Context: an optimization exercise on an open-source flow, tuned for small area. The choices shown serve that exercise and are no tape-out recipe. At most, simulation tests tie the RTL to the original design; equivalence was not proved.

==> inputs of 01-13 <==
==> flow/design.v (excerpt) <==
module bb8_drive (
  input  logic              clock,
  input  logic              reset,    
  input  logic              run_en,
  input  logic signed [8:0] pitch_kP, pitch_kI, pitch_kD,
  input  logic signed [8:0] yaw_kP, yaw_kI, yaw_kD,
  input  logic signed [9:0] mpu_pitch, mpu_yaw,
  input  logic signed [8:0] set_pitch, set_yaw,
  output logic signed [9:0] target_speed_left, target_speed_right,
  output logic              step_l, dir_l,
  output logic              step_r, dir_r,
  output logic              en_n
);
export LEC_CHECK = 0
export CAP_MARGIN = 20
export CORE_MARGIN = 2
export CORE_UTILIZATION = 40
export CTS_BUF_LIST = sky130_fd_sc_hd__clkbuf_8
export SLEW_MARGIN = 20
export SYNTH_HIERARCHICAL = 1
create_clock -name core_clock -period 130.0 [get_ports {clock}]
standard.sh (not shown) runs the stock make flow with config.mk's settings and CLKGATE_MAP_FILE= SYNTH_SCRIPT=/design/flow/synth_recipe.tcl, a recipe that flattens the netlist after the stock synthesis.
==> flow/flow/run.sh <==
#!/bin/bash
# Own layout flow: the standard ORFS flow (standard.sh) unchanged except
# that the buffers global placement puts on every input and output port are
# the smallest buffer, sky130_fd_sc_hd__buf_1, instead of the cell
# buffer_ports picks by itself (clkdlybuf4s50_1).  repair_design still runs
# after it and fixes any slew or capacitance the small buffers cause.
# make's output goes to flow_make.log; each ORFS step keeps its own log under
# orfs/logs/.
set -euo pipefail
bash standard.sh "BUFFER_PORTS_ARGS=-buffer_cell sky130_fd_sc_hd__buf_1" finish > flow_make.log 2>&1
==> 02-20 (differences from 01-13) <==
--- a/flow/design.v
+++ b/flow/design.v
@@ -1,12 +1,12 @@
 module PID (
   input  logic       clock,
   input  logic       reset,
   input  logic [8:0] KP, KI, KD,
   input  logic [8:0] set_point, process_point,
-  output logic [9:0] out_n       
+  output logic [9:0] out
 );
   logic [9:0]  e, prev_e, ie;
   logic [10:0] d;
   logic [16:0] integ, integ_nx;
   logic        lt;
   assign e[0] = ~(set_point[0] ^ ~process_point[0]);
@@ -956,13 +956,13 @@
   FA uc860 (.a(s847), .b(s849), .ci(s851), .s(s861), .co(c860));
   wire s863, c862;
   FA uc862 (.a(s853), .b(s855), .ci(s857), .s(s863), .co(c862));
   wire s865, c864;
   FA uc864 (.a(s859), .b(s861), .ci(s863), .s(s865), .co(c864));
   wire o866 = ~n90 ^ ~n180 ^ ~p188 ^ ~p278 ^ ~n286 ^ ~n293 ^ ~n299 ^ ~n304 ^ ~n308 ^ ~n311 ^ ~n313 ^ ~c836 ^ ~c838 ^ ~c840 ^ ~c842 ^ ~c844 ^ ~c846 ^ ~c848 ^ ~c850 ^ ~c852 ^ ~c854 ^ ~c856 ^ ~c858 ^ ~c860 ^ ~c862 ^ ~c864;
-  assign out_n = {~o866, s865, s835, s801, s763, s721, s675, s625, s573, s523};
+  assign out = {o866, ~s865, ~s835, ~s801, ~s763, ~s721, ~s675, ~s625, ~s573, ~s523};
 endmodule
 module FA (input logic a, b, ci, output logic s, co);
   assign s  = a ^ b ^ ci;
   assign co = (a & b) | (a & ci) | (b & ci);
 endmodule
 module ControlLoop (
@@ -970,30 +970,28 @@
   input  logic [8:0] pitch_kP, pitch_kI, pitch_kD,
   input  logic [8:0] yaw_kP, yaw_kI, yaw_kD,
   input  logic [8:0] mpu_pitch, mpu_yaw,
   input  logic [8:0] set_pitch, set_yaw,
   output logic [9:0] target_speed_left, target_speed_right
 );
-  logic [9:0] pn, yn;     
+  logic [9:0] p, y;
   PID pitch_pid (.clock(clock), .reset(reset), .KP(pitch_kP), .KI(pitch_kI), .KD(pitch_kD),
-                 .set_point(set_pitch), .process_point(mpu_pitch), .out_n(pn));
+                 .set_point(set_pitch), .process_point(mpu_pitch), .out(p));
   PID yaw_pid   (.clock(clock), .reset(reset), .KP(yaw_kP), .KI(yaw_kI), .KD(yaw_kD),
-                 .set_point(set_yaw), .process_point(mpu_yaw), .out_n(yn));
-  logic [10:0] l, r, ln, rn;
+                 .set_point(set_yaw), .process_point(mpu_yaw), .out(y));
+  logic [10:0] l, r;
   logic [10:0] lc, rc;
-  assign lc[0] = 1'b1;
-  assign rc[0] = 1'b0;
+  assign lc[0] = 1'b0;
+  assign rc[0] = 1'b1;
   genvar i;
   generate for (i = 0; i < 10; i = i + 1) begin : g_mix
-    FA fal (.a(pn[i]), .b(yn[i]), .ci(lc[i]), .s(ln[i]), .co(lc[i+1]));
-    FA far (.a(pn[i]), .b(~yn[i]), .ci(rc[i]), .s(rn[i]), .co(rc[i+1]));
+    FA fal (.a(p[i]), .b(y[i]), .ci(lc[i]), .s(l[i]), .co(lc[i+1]));
+    FA far (.a(p[i]), .b(~y[i]), .ci(rc[i]), .s(r[i]), .co(rc[i+1]));
   end endgenerate
-  assign ln[10] = pn[9] ^ yn[9] ^ lc[10];
-  assign rn[10] = pn[9] ^ ~yn[9] ^ rc[10];
-  assign l = ~ln;
-  assign r = ~rn;
+  assign l[10] = p[9] ^ y[9] ^ lc[10];
+  assign r[10] = p[9] ^ ~y[9] ^ rc[10];
   always_comb begin
     if (!l[10] && l[9])                        target_speed_left = 10'd511;
     else if (l[10] && (!l[9] || l[8:0] == 9'd0)) target_speed_left = 10'b1000000001;
     else                                       target_speed_left = l[9:0];
     if (!r[10] && r[9])                        target_speed_right = 10'd511;
     else if (r[10] && (!r[9] || r[8:0] == 9'd0)) target_speed_right = 10'b1000000001;
@@ -1009,72 +1007,73 @@
 );
   localparam logic [26:0] R_INIT = 27'd99998978;    
   localparam logic [26:0] N_INIT = 27'd3;           
   logic        hi, lo;        
   logic [26:0] n;             
   logic [26:0] r;
-  logic [8:0]  sn;            
+  logic [8:0]  s;
   logic go, hend, gt, inc;
   assign go   = run_en & (|speed);
   assign hend = n[8] & n[7] & n[6] & n[5] & n[4] & n[2] & n[1];    
-  assign gt   = speed > ~sn;
+  assign gt   = speed > s;
   assign inc  = hi | (lo & go & ~gt);
   logic [26:0] n1;
   logic [27:0] nc;
   assign nc[0] = 1'b1;
   genvar i;
   generate for (i = 0; i < 27; i = i + 1) begin : g_n
     HA ha (.a(n[i]), .b(nc[i]), .s(n1[i]), .co(nc[i+1]));
   end endgenerate
   logic [8:0] t;
   logic [9:0] tc;
   assign tc[0] = 1'b1;
   generate for (i = 0; i < 9; i = i + 1) begin : g_t
-    FA fa (.a(r[i]), .b(sn[i]), .ci(tc[i]), .s(t[i]), .co(tc[i+1]));
+    FA fa (.a(r[i]), .b(~s[i]), .ci(tc[i]), .s(t[i]), .co(tc[i+1]));
   end endgenerate
   logic b9, borrow;
   assign b9     = ~tc[9];
   assign borrow = b9 & ~(|r[26:9]);             
   logic [8:0] u;
   logic [9:0] uc;
   assign uc[0] = 1'b0;
   generate for (i = 0; i < 9; i = i + 1) begin : g_u
     FA fa (.a(n[i]), .b(t[i]), .ci(uc[i]), .s(u[i]), .co(uc[i+1]));
   end endgenerate
   logic [17:0] x, y;
   logic [18:0] xb;
-  assign x     = r[26:9] | ({18{borrow}} & n[26:9]);    
+  assign x     = borrow ? n[26:9] : r[26:9];
   assign xb[0] = borrow ? ~uc[9] : b9;
   generate for (i = 0; i < 18; i = i + 1) begin : g_x
     assign y[i]    = x[i] ^ xb[i];
     assign xb[i+1] = ~x[i] & xb[i];
   end endgenerate
   logic [26:0] r_nx;
   assign r_nx = {y, borrow ? u : t};
-  logic [8:0] sn1;
+  logic [8:0] s1;
   logic [9:0] sb;
   assign sb[0] = borrow;
   generate for (i = 0; i < 9; i = i + 1) begin : g_s
-    HA ha (.a(sn[i]), .b(sb[i]), .s(sn1[i]), .co(sb[i+1]));
+    assign s1[i]   = s[i] ^ sb[i];
+    assign sb[i+1] = ~s[i] & sb[i];
   end endgenerate
   always_ff @(posedge clock) begin
     if (reset) begin
       hi <= 1'b0;
       lo <= 1'b0;
     end else begin
       hi <= (~hi & ~lo & go) | (hi & ~hend) | (lo & go & gt);
       lo <= (hi & hend) | (lo & go & ~gt);
     end
     if (reset || !inc) begin
       n <= N_INIT;
       r <= R_INIT;
-      sn <= 9'd0;
+      s <= 9'd511;
     end else begin
       n <= n1;
       r <= r_nx;
-      sn <= sn1;
+      s <= s1;
     end
   end
   assign step = hi;
 endmodule
 module HA (input logic a, b, output logic s, co);
   assign s  = a ^ b;
==> flow/flow/run.sh (replaced) <==
#!/bin/bash
# Own layout flow: the standard ORFS flow, with two changes:
#  - the port buffers that global placement inserts are the smallest buffer
#    (sky130_fd_sc_hd__buf_1) instead of the one buffer_ports picks itself;
#  - after global routing, cells on paths with positive slack are downsized
#    (RECOVER_POWER=100), which undoes the upsizing done by ABC in synthesis.
# Everything else (synthesis, floorplan, power grid, taps, CTS, routing) is
# the standard flow unchanged.  The make output goes to flow_make.log; each
# ORFS step keeps its own log under orfs/logs/.
set -euo pipefail
bash standard.sh "BUFFER_PORTS_ARGS=-buffer_cell sky130_fd_sc_hd__buf_1" RECOVER_POWER=100 finish > flow_make.log 2>&1
--- a/flow/config.mk
+++ b/flow/config.mk
@@ -5,9 +5,8 @@
 export SDC_FILE = /design/flow/constraint.sdc
 export NUM_CORES = 4
 export LEC_CHECK = 0
 export CAP_MARGIN = 20
 export CORE_MARGIN = 2
 export CORE_UTILIZATION = 40
-export CTS_BUF_LIST = sky130_fd_sc_hd__clkbuf_8
 export SLEW_MARGIN = 20
 export SYNTH_HIERARCHICAL = 1
==> comparison <==
Global-route usage is about the same in 01-13 and 02-20. Against 02-20, the register-to-register slack of 01-13 is higher by 1.4 ns. Synthesized cell count: 02-20 is lower than 01-13 (about 0.22%). 02-20 ran to the end with violations: max-capacitance violations, max-slew violations. 01-13 ran to the end with no violations. Of 02-20 and 01-13, 01-13 has the higher worst hold slack (gap 0.025 ns). Critical path depth is the same in 01-13 and 02-20.
The RTL of 01-13 was laid out without a check of its function.

---

==> trial 70 <==
bb8_drive, a different RTL version from the one above (not shown whole).
==> flow/config.mk <==
export PLATFORM = sky130hd
export DESIGN_NAME = bb8_drive
export DESIGN_NICKNAME = bb8_drive
export VERILOG_FILES = /design/flow/design.v
export SDC_FILE = /design/flow/constraint.sdc
export NUM_CORES = 4
export LEC_CHECK = 0
export CAP_MARGIN = 20
export CORE_MARGIN = 2
export CORE_UTILIZATION = 40
export SLEW_MARGIN = 20
export SYNTH_HIERARCHICAL = 1
==> flow/constraint.sdc <==
create_clock -name core_clock -period 130.0 [get_ports {clock}]
set_input_delay 26.0000 -clock core_clock [delete_from_list [all_inputs] [get_ports {clock}]]
set_output_delay 26.0000 -clock core_clock [all_outputs]
set_load 0.01 [all_outputs]
==> flow/flow/run.sh <==
#!/bin/bash
# Own layout flow: the standard ORFS flow (standard.sh), with these
# changes, all to keep the cells the layout adds or upsizes small:
#  - after the standard synthesis, every combinational gate of the netlist is
#    set to its _1 drive strength (flow/downsize.py; flip-flops untouched);
#    repair_design upsizes again wherever slew or capacitance needs it;
#  - the buffer put on every input and output port is the smallest buffer,
#    sky130_fd_sc_hd__buf_1 (BUFFER_PORTS_ARGS);
#  - the buffers ABC inserts are removed at floorplan (REMOVE_ABC_BUFFERS=1)
#    and global placement is not timing driven, so it keeps no buffers of its
#    own (the clock period leaves > 50 ns of slack);
#  - clock tree: clkbuf_8 buffers and no dummy loads (CTS_ARGS).
# Synthesis itself, floorplan, power grid, taps and routing are the standard
# flow. Each tool's output goes to its own log here (flow_synth.log,
# flow_downsize.log, flow_make.log); each ORFS step also keeps its log under
# orfs/logs/.
set -euo pipefail
W=$(sed -n 's/.* WORK_HOME=\([^ ]*\) .*/\1/p' standard.sh | head -1 | tr -d "'\"")
R="$W/results/$FLOW_PLATFORM/bb8_drive/base"
bash standard.sh "$R/1_2_yosys.v" > flow_synth.log 2>&1
python3 flow/downsize.py "$R/1_2_yosys.v" \
  "$FLOW_HOME/platforms/$FLOW_PLATFORM/lib/sky130_fd_sc_hd__tt_025C_1v80.lib" > flow_downsize.log 2>&1
bash standard.sh \
  "BUFFER_PORTS_ARGS=-buffer_cell sky130_fd_sc_hd__buf_1" \
  REMOVE_ABC_BUFFERS=1 \
  GPL_TIMING_DRIVEN=0 \
  "CTS_ARGS=-sink_clustering_enable -repair_clock_nets -dont_use_dummy_load -buf_list sky130_fd_sc_hd__clkbuf_8" \
  finish > flow_make.log 2>&1
==> flow/flow/downsize.py <==
#!/usr/bin/env python3
"""Set every combinational gate of the synthesized netlist to its smallest
drive strength (_1).  ABC's mapping upsizes gates (for example each
one-gate AOI22 module maps to a22oi_2) although the clock period leaves more
than 50 ns of slack; repair_design later upsizes again wherever a slew or
capacitance limit needs it.  Flip-flops, buffers and clock cells are left
alone.  Usage: downsize.py NETLIST LIBERTY"""
import re
import sys

net, lib = sys.argv[1], sys.argv[2]
cells = set(re.findall(r'cell\s*\(\s*"?(sky130_fd_sc_hd__\w+)"?\s*\)', open(lib).read()))
text = open(net).read()
count = {}


def swap(m):
    name, base, size = m.group(0), m.group(1), m.group(2)
    if size in ('0', '1') or re.search(r'buf|clk|df|dl|sdf|edf|conb|tap|fill|decap|probe|lpflow', base):
        return name
    small = f"sky130_fd_sc_hd__{base}_1"
    if small not in cells:
        return name
    count[name] = count.get(name, 0) + 1
    return small


text = re.sub(r'(?m)(?<=^  )sky130_fd_sc_hd__(\w+?)_(\d+)(?= )', swap, text)
open(net, 'w').write(text)
for k, v in sorted(count.items()):
    print(f"{k}: {v} -> _1")
==> build 87 (differences from trial 70) <==
==> flow/flow/run.sh (replaced) <==
#!/bin/bash
# Own layout flow: the standard ORFS flow (standard.sh) with these
# settings changed, to keep the buffering the layout adds small:
#  - the buffer put on every input and output port is the smallest buffer,
#    sky130_fd_sc_hd__buf_1 (BUFFER_PORTS_ARGS); repair_design still fixes any
#    slew or capacitance it causes;
#  - the buffers ABC inserts are removed at floorplan (REMOVE_ABC_BUFFERS=1)
#    and global placement is not timing driven, so it keeps no buffers of its
#    own (the clock period leaves > 50 ns of slack);
#  - clock tree: clkbuf_8 buffers and no dummy loads (CTS_ARGS).
# Synthesis, floorplan, power grid, taps and routing are the standard flow.
# make's output goes to flow_make.log; each ORFS step keeps its own log under
# orfs/logs/.
set -euo pipefail
bash standard.sh \
  "BUFFER_PORTS_ARGS=-buffer_cell sky130_fd_sc_hd__buf_1" \
  REMOVE_ABC_BUFFERS=1 \
  GPL_TIMING_DRIVEN=0 \
  "CTS_ARGS=-sink_clustering_enable -repair_clock_nets -dont_use_dummy_load -buf_list sky130_fd_sc_hd__clkbuf_8" \
  finish > flow_make.log 2>&1
--- a/flow/config.mk
+++ b/flow/config.mk
@@ -7,6 +7,7 @@
 export LEC_CHECK = 0
 export CAP_MARGIN = 20
 export CORE_MARGIN = 2
-export CORE_UTILIZATION = 40
+export CORE_UTILIZATION = 30
+export PLACE_DENSITY = 0.4
 export SLEW_MARGIN = 20
 export SYNTH_HIERARCHICAL = 1
removed: flow/flow/downsize.py
==> build 7 (differences from trial 70) <==
==> flow/run.sh (new file) <==
#!/bin/bash
# synth_recipe.tcl (not shown) runs the flow's synth.tcl, then flattens the netlist and writes it again
# the make line also repeats each setting of config.mk as NAME=value (left out here)
make -C /OpenROAD-flow-scripts/flow DESIGN_CONFIG=/design/flow/config.mk WORK_HOME=/design/flow/orfs CLKGATE_MAP_FILE= SYNTH_SCRIPT=/design/flow/synth_recipe.tcl finish
removed: flow/flow/run.sh
removed: flow/flow/downsize.py
removed: flow/standard.sh
==> run notes <==
quantity	build 7	trial 70	build 87
Status	no timing/DRC/antenna violations	no timing/DRC/antenna violations	no timing/DRC/antenna violations
Post-synthesis cell type count	56	-	56
Cell type with the largest total area after synthesis	fa_1	-	fa_1
Die extent in x	238 µm	237 µm	275 µm
Clock Latency Late Sink	0.45 ns	0.50 ns	0.56 ns
Placer congestion estimate	0.910	0.903	0.828
Layout buffering overhead excluding clock cells	5.33%	2.40%	2.49%
Clk_skew	0.0124 ns	0.0595 ns	0.0674 ns
GR Layer Usage met2	33.8%	33.7%	28.9%
Area Overhead vs Synth	11.5%	6.70%	8.42%
Non-Filler Cell Area, Final	24500 µm²	23200 µm²	23800 µm²
Slack of the worst reg-to-reg path	106.44 ns	106.45 ns	106.35 ns

-- what the ideal ports hide --
Ports are ideal in the flow. The routed layouts listed here were re-timed in OpenROAD. Step 1: set_driving_cell puts a clkbuf_16 on clock and a buf_2 on each other input, an assumption about the parent block. Step 2 moves the port delays by t, midway between the first and last clock arrival at a register: inputs arrive t later, outputs are due t later. That takes back most of the time a late clock gives input paths. Slacks: no drivers / after step 1 / after step 2; pairs: no drivers / after step 1.
run	t (ns)	setup WS [ns]	worst data-port slew with drivers (ns)	pins driven straight from the clock port
01-13	0.611	52.242 / 52.214 / 52.214	0.04	1
02-20	0.552	51.956 / 51.930 / 51.930	0.06	1
trial 70	0.528	55.396 / 55.376 / 55.376	0.09	1
build 87	0.586	55.155 / 55.133 / 55.133	0.10	1
build 7	0.504	54.575 / 54.548 / 54.548	0.08	1
The setup slack of 01-13, which loses most, moves by -0.028 ns with the drivers and by -0.028 ns with both steps.
